Background: an optimization exercise with open tools, aiming at small area and a short achievable clock period. Do not read the settings as production practice. In this exercise RTL edits were held to simulation tests only and were not proved equivalent to the original.

==> flow/design.v <==
module sel_mux #(
    parameter W = 8
)(
    input s,
    input sn,
    input [W - 1:0] a,
    input [W - 1:0] b,
    output [W - 1:0] x
);
assign x = ({W{s}} & a) | ({W{sn}} & b);
endmodule  
module ne_cmp #(
    parameter W = 4
)(
    input [W - 1:0] a,
    input [W - 1:0] b,
    output ne
);
assign ne = a != b;
endmodule  
module g_nor #(
    parameter N = 2
)(
    input [N - 1:0] a,
    output y
);
assign y = ~(|a);
endmodule  
module g_nand #(
    parameter N = 2
)(
    input [N - 1:0] a,
    output y
);
assign y = ~(&a);
endmodule  
module g_oai22 (
    input a1,
    input a2,
    input b1,
    input b2,
    output y
);
assign y = ~((a1 | a2) & (b1 | b2));
endmodule  
module pre_gate #(
    parameter HAS_P = 1,
    parameter HAS_Q = 0,
    parameter BMODE = 1
)(
    input p,
    input q,
    input b,
    output pa
);
wire pt = HAS_P ? p : 1'b1;
wire qt = HAS_Q ? q : 1'b1;
wire bt = (BMODE == 0) ? 1'b1 : (BMODE == 1) ? b : ~b;
assign pa = ~(pt & qt & bt);
endmodule  
module hold_gate #(
    parameter HAS_G = 1,
    parameter HAS_P = 1,
    parameter P_ANY = 1
)(
    input nd,
    input g,
    input p,
    output hold
);
wire gt = HAS_G ? g : 1'b1;
wire pt = HAS_P ? (P_ANY ? ~p : p) : 1'b1;
assign hold = ~(nd & gt & pt);
endmodule  
module LU_cache #(
    parameter CELL_SIZE = 8,
    parameter CELL_COUNT = 128,
    parameter CELL_ADDR_SIZE = 7
)
(
    input clk,
    input reset,
    input [CELL_SIZE - 1:0] data_in,
    input new_data,
    output [CELL_COUNT * CELL_SIZE - 1:0] data_out
);
localparam NG = CELL_COUNT / 4;     
localparam NB = CELL_COUNT / 16;    
localparam H = CELL_SIZE / 2;
reg  [CELL_COUNT * CELL_SIZE - 1:0] cells;
wire [CELL_COUNT * CELL_SIZE - 1:0] cells_next;
wire [CELL_COUNT * CELL_SIZE - 1:0] shifted = {cells[(CELL_COUNT - 1) * CELL_SIZE - 1:0], data_in};
wire [CELL_COUNT - 1:0] ml, mh;     
wire [CELL_COUNT - 1:0] hold;
wire [CELL_COUNT - 1:0] shift;
assign data_out = cells;
genvar i;
generate
    for (i = 0; i < CELL_COUNT; i = i + 1) begin : cmp
        ne_cmp #(.W(H)) L (.a(cells[i * CELL_SIZE +: H]), .b(data_in[H - 1:0]), .ne(ml[i]));
        ne_cmp #(.W(CELL_SIZE - H)) U (.a(cells[i * CELL_SIZE + H +: CELL_SIZE - H]),
                                        .b(data_in[CELL_SIZE - 1:H]), .ne(mh[i]));
    end
endgenerate
wire [NG - 1:0] e0, e2, y01, y23, n1, n2, n3, zg;
generate
    for (i = 0; i < NG; i = i + 1) begin : grp
        g_nor  #(.N(2)) E0 (.a({mh[4 * i], ml[4 * i]}), .y(e0[i]));
        g_nor  #(.N(2)) E2 (.a({mh[4 * i + 2], ml[4 * i + 2]}), .y(e2[i]));
        g_oai22        Y01 (.a1(ml[4 * i]), .a2(mh[4 * i]), .b1(ml[4 * i + 1]), .b2(mh[4 * i + 1]), .y(y01[i]));
        g_oai22        Y23 (.a1(ml[4 * i + 2]), .a2(mh[4 * i + 2]), .b1(ml[4 * i + 3]), .b2(mh[4 * i + 3]), .y(y23[i]));
        g_nor  #(.N(1)) N1 (.a(e0[i +: 1]), .y(n1[i]));
        g_nor  #(.N(1)) N2 (.a(y01[i +: 1]), .y(n2[i]));
        g_nor  #(.N(2)) N3 (.a({e2[i], y01[i]}), .y(n3[i]));
        g_nor  #(.N(2)) ZG (.a({y23[i], y01[i]}), .y(zg[i]));
    end
endgenerate
wire [NB - 1:0] a2, a3, ab;
generate
    for (i = 0; i < NB; i = i + 1) begin : blk
        g_nand #(.N(2)) A2 (.a(zg[4 * i +: 2]), .y(a2[i]));
        g_nand #(.N(3)) A3 (.a(zg[4 * i +: 3]), .y(a3[i]));
        g_nand #(.N(4)) A4 (.a(zg[4 * i +: 4]), .y(ab[i]));
    end
endgenerate
wire [NB - 1:0] np, nq;
assign np[0] = 1'b1;
assign nq[4:0] = 5'b11111;
g_nor #(.N(1)) P1 (.a(ab[0:0]), .y(np[1]));
g_nor #(.N(2)) P2 (.a(ab[1:0]), .y(np[2]));
g_nor #(.N(3)) P3 (.a(ab[2:0]), .y(np[3]));
g_nor #(.N(4)) P4 (.a(ab[3:0]), .y(np[4]));
g_nor #(.N(1)) Q5 (.a(ab[4:4]), .y(nq[5]));
g_nor #(.N(2)) Q6 (.a(ab[5:4]), .y(nq[6]));
g_nor #(.N(3)) Q7 (.a(ab[6:4]), .y(nq[7]));
assign np[7:5] = {3{np[4]}};
wire [NG - 1:0] pa;
generate
    for (i = 0; i < NG; i = i + 1) begin : pre
        localparam integer K = i % 4;     
        localparam integer M = i / 4;     
        wire bterm = (K == 0) ? 1'b1 : (K == 1) ? zg[i - 1] : (K == 2) ? a2[M] : a3[M];
        if (M == 0 || (K == 0 && M < 5)) begin : none
            assign pa[i] = 1'b0;          
        end else begin : gate
            pre_gate #(.HAS_P(M != 0), .HAS_Q(M >= 5), .BMODE(K == 0 ? 0 : K == 1 ? 1 : 2)) G (
                .p(np[M]), .q(nq[M]), .b(bterm), .pa(pa[i]));
        end
    end
endgenerate
generate
    for (i = 0; i < CELL_COUNT; i = i + 1) begin : sel
        localparam integer T = i % 4;           
        localparam integer K = (i / 4) % 4;     
        localparam integer M = i / 16;          
        wire gterm = (T == 0) ? 1'b1 : (T == 1) ? n1[i / 4] : (T == 2) ? n2[i / 4] : n3[i / 4];
        wire pterm = (M == 0) ? ((K == 0) ? 1'b1 : (K == 1) ? zg[i / 4 - 1] : (K == 2) ? a2[0] : a3[0])
                   : (K == 0 && M < 5) ? np[M] : pa[i / 4];
        localparam PANY = (M == 0) ? (K >= 2) : !(K == 0 && M < 5);
        hold_gate #(
            .HAS_G(T != 0),
            .HAS_P(M != 0 || K != 0), .P_ANY(PANY)
        ) HG (
            .nd(new_data), .g(gterm), .p(pterm), .hold(hold[i])
        );
        g_nor #(.N(1)) S (.a(hold[i +: 1]), .y(shift[i]));
        sel_mux #(.W(CELL_SIZE)) MX (
            .s(shift[i]),
            .sn(hold[i]),
            .a(shifted[i * CELL_SIZE +: CELL_SIZE]),
            .b(cells[i * CELL_SIZE +: CELL_SIZE]),
            .x(cells_next[i * CELL_SIZE +: CELL_SIZE])
        );
    end
endgenerate
always @(posedge clk or negedge reset) begin
    if (!reset) cells <= 0;
    else cells <= cells_next;
end
endmodule  
clock: 7.0 ns
lec_check: 0
cap_margin: 20
core_margin: 2
core_utilization: 55
setup_slack_margin: 3.6
slew_margin: 20
synth_hierarchical: 1
standard.sh (not shown) runs the stock make flow with config.mk's settings and CLKGATE_MAP_FILE= SYNTH_SCRIPT=/design/flow/synth_recipe.tcl, a recipe that flattens the netlist after the stock synthesis.
==> flow/flow/run.sh <==
#!/bin/bash
# Standard ORFS layout with these changes:
#  - port buffers are buf_1 instead of the cell buffer_ports picks by default;
#  - the slow AND/OR cells (and*, or*) are added to the don't-use list, so
#    synthesis and repair build logic from NAND/NOR/AOI cells;

set -euo pipefail
DU="sky130_fd_sc_hd__probe_p_8 sky130_fd_sc_hd__probec_p_8 sky130_fd_sc_hd__lpflow_bleeder_1 sky130_fd_sc_hd__lpflow_clkbufkapwr_1 sky130_fd_sc_hd__lpflow_clkbufkapwr_16 sky130_fd_sc_hd__lpflow_clkbufkapwr_2 sky130_fd_sc_hd__lpflow_clkbufkapwr_4 sky130_fd_sc_hd__lpflow_clkbufkapwr_8 sky130_fd_sc_hd__lpflow_clkinvkapwr_1 sky130_fd_sc_hd__lpflow_clkinvkapwr_16 sky130_fd_sc_hd__lpflow_clkinvkapwr_2 sky130_fd_sc_hd__lpflow_clkinvkapwr_4 sky130_fd_sc_hd__lpflow_clkinvkapwr_8 sky130_fd_sc_hd__lpflow_decapkapwr_12 sky130_fd_sc_hd__lpflow_decapkapwr_3 sky130_fd_sc_hd__lpflow_decapkapwr_4 sky130_fd_sc_hd__lpflow_decapkapwr_6 sky130_fd_sc_hd__lpflow_decapkapwr_8 sky130_fd_sc_hd__lpflow_inputiso0n_1 sky130_fd_sc_hd__lpflow_inputiso0p_1 sky130_fd_sc_hd__lpflow_inputiso1n_1 sky130_fd_sc_hd__lpflow_inputiso1p_1 sky130_fd_sc_hd__lpflow_inputisolatch_1 sky130_fd_sc_hd__lpflow_isobufsrc_1 sky130_fd_sc_hd__lpflow_isobufsrc_16 sky130_fd_sc_hd__lpflow_isobufsrc_2 sky130_fd_sc_hd__lpflow_isobufsrc_4 sky130_fd_sc_hd__lpflow_isobufsrc_8 sky130_fd_sc_hd__lpflow_isobufsrckapwr_16 sky130_fd_sc_hd__lpflow_lsbuf_lh_hl_isowell_tap_1 sky130_fd_sc_hd__lpflow_lsbuf_lh_hl_isowell_tap_2 sky130_fd_sc_hd__lpflow_lsbuf_lh_hl_isowell_tap_4 sky130_fd_sc_hd__lpflow_lsbuf_lh_isowell_4 sky130_fd_sc_hd__lpflow_lsbuf_lh_isowell_tap_1 sky130_fd_sc_hd__lpflow_lsbuf_lh_isowell_tap_2 sky130_fd_sc_hd__lpflow_lsbuf_lh_isowell_tap_4"
EX=" sky130_fd_sc_hd__or2_0 sky130_fd_sc_hd__or2_1 sky130_fd_sc_hd__or2_2 sky130_fd_sc_hd__or2_4 sky130_fd_sc_hd__or3_1 sky130_fd_sc_hd__or3_2 sky130_fd_sc_hd__or3_4 sky130_fd_sc_hd__or4_1 sky130_fd_sc_hd__or4_2 sky130_fd_sc_hd__or4_4 sky130_fd_sc_hd__or2b_1 sky130_fd_sc_hd__or2b_2 sky130_fd_sc_hd__or2b_4 sky130_fd_sc_hd__or3b_1 sky130_fd_sc_hd__or3b_2 sky130_fd_sc_hd__or3b_4 sky130_fd_sc_hd__or4b_1 sky130_fd_sc_hd__or4b_2 sky130_fd_sc_hd__or4b_4 sky130_fd_sc_hd__or4bb_1 sky130_fd_sc_hd__or4bb_2 sky130_fd_sc_hd__or4bb_4 sky130_fd_sc_hd__and2_0 sky130_fd_sc_hd__and2_1 sky130_fd_sc_hd__and2_2 sky130_fd_sc_hd__and2_4 sky130_fd_sc_hd__and3_1 sky130_fd_sc_hd__and3_2 sky130_fd_sc_hd__and3_4 sky130_fd_sc_hd__and4_1 sky130_fd_sc_hd__and4_2 sky130_fd_sc_hd__and4_4 sky130_fd_sc_hd__and2b_1 sky130_fd_sc_hd__and2b_2 sky130_fd_sc_hd__and2b_4 sky130_fd_sc_hd__and3b_1 sky130_fd_sc_hd__and3b_2 sky130_fd_sc_hd__and3b_4 sky130_fd_sc_hd__and4b_1 sky130_fd_sc_hd__and4b_2 sky130_fd_sc_hd__and4b_4 sky130_fd_sc_hd__and4bb_1 sky130_fd_sc_hd__and4bb_2 sky130_fd_sc_hd__and4bb_4"
bash standard.sh "BUFFER_PORTS_ARGS=-buffer_cell sky130_fd_sc_hd__buf_1" "DONT_USE_CELLS=$DU $EX" finish > layout.log 2>&1
The starting point went through all stages and came out clean.
Then changed:
Settings changed: CTS_CLUSTER_DIAMETER set to 120, CTS_CLUSTER_SIZE set to 25, SETUP_SLACK_MARGIN 3.6 to 3.2.
The new run finished with timing, DRC and antenna clean.
Critical path depth went up by 4.
Cell area went down by 6.8%.
Non-clock buffer count went down by 66.
Flip-flop and latch count does not change.
Worst hold slack improves by 3.9 ps.
Via count went down by 2.8%.
Worst setup slack degrades by 140 ps.
Routed wire length went down by about 3%.
Synthesized cell count stays the same.
Clock-buffer cell count went down by 116.

-- afterwards: timing with drivers on the ports --
How much do the figures lean on ideal ports? The routed layouts below were timed once more, with nothing changed but the port constraints. Step 1 sets driving cells, clkbuf_16 on the clock port and buf_2 on the other inputs (assumed; they add their load-dependent delay and slew). Step 2, shift: input delay + t, output delay - t, t = (earliest + latest rising clock arrival at the registers) / 2. This alone moves slack from input paths to output paths. a / b / c = ideal / step 1 / step 2; a / b = the first two.
| run | t, ns | slack for setup (ns) | pins driven straight from the clock port |
|---|---|---|---|
| the first run | 0.770 | 3.140 / 2.906 / 2.136 | 1 |
| the second run | 0.712 | 2.997 / 2.726 / 2.014 | 1 |
After both steps setup and hold are still met in every run listed. For the first run, which loses most, drivers alone change the setup slack by -0.234 ns; drivers and shift together by -1.004 ns.
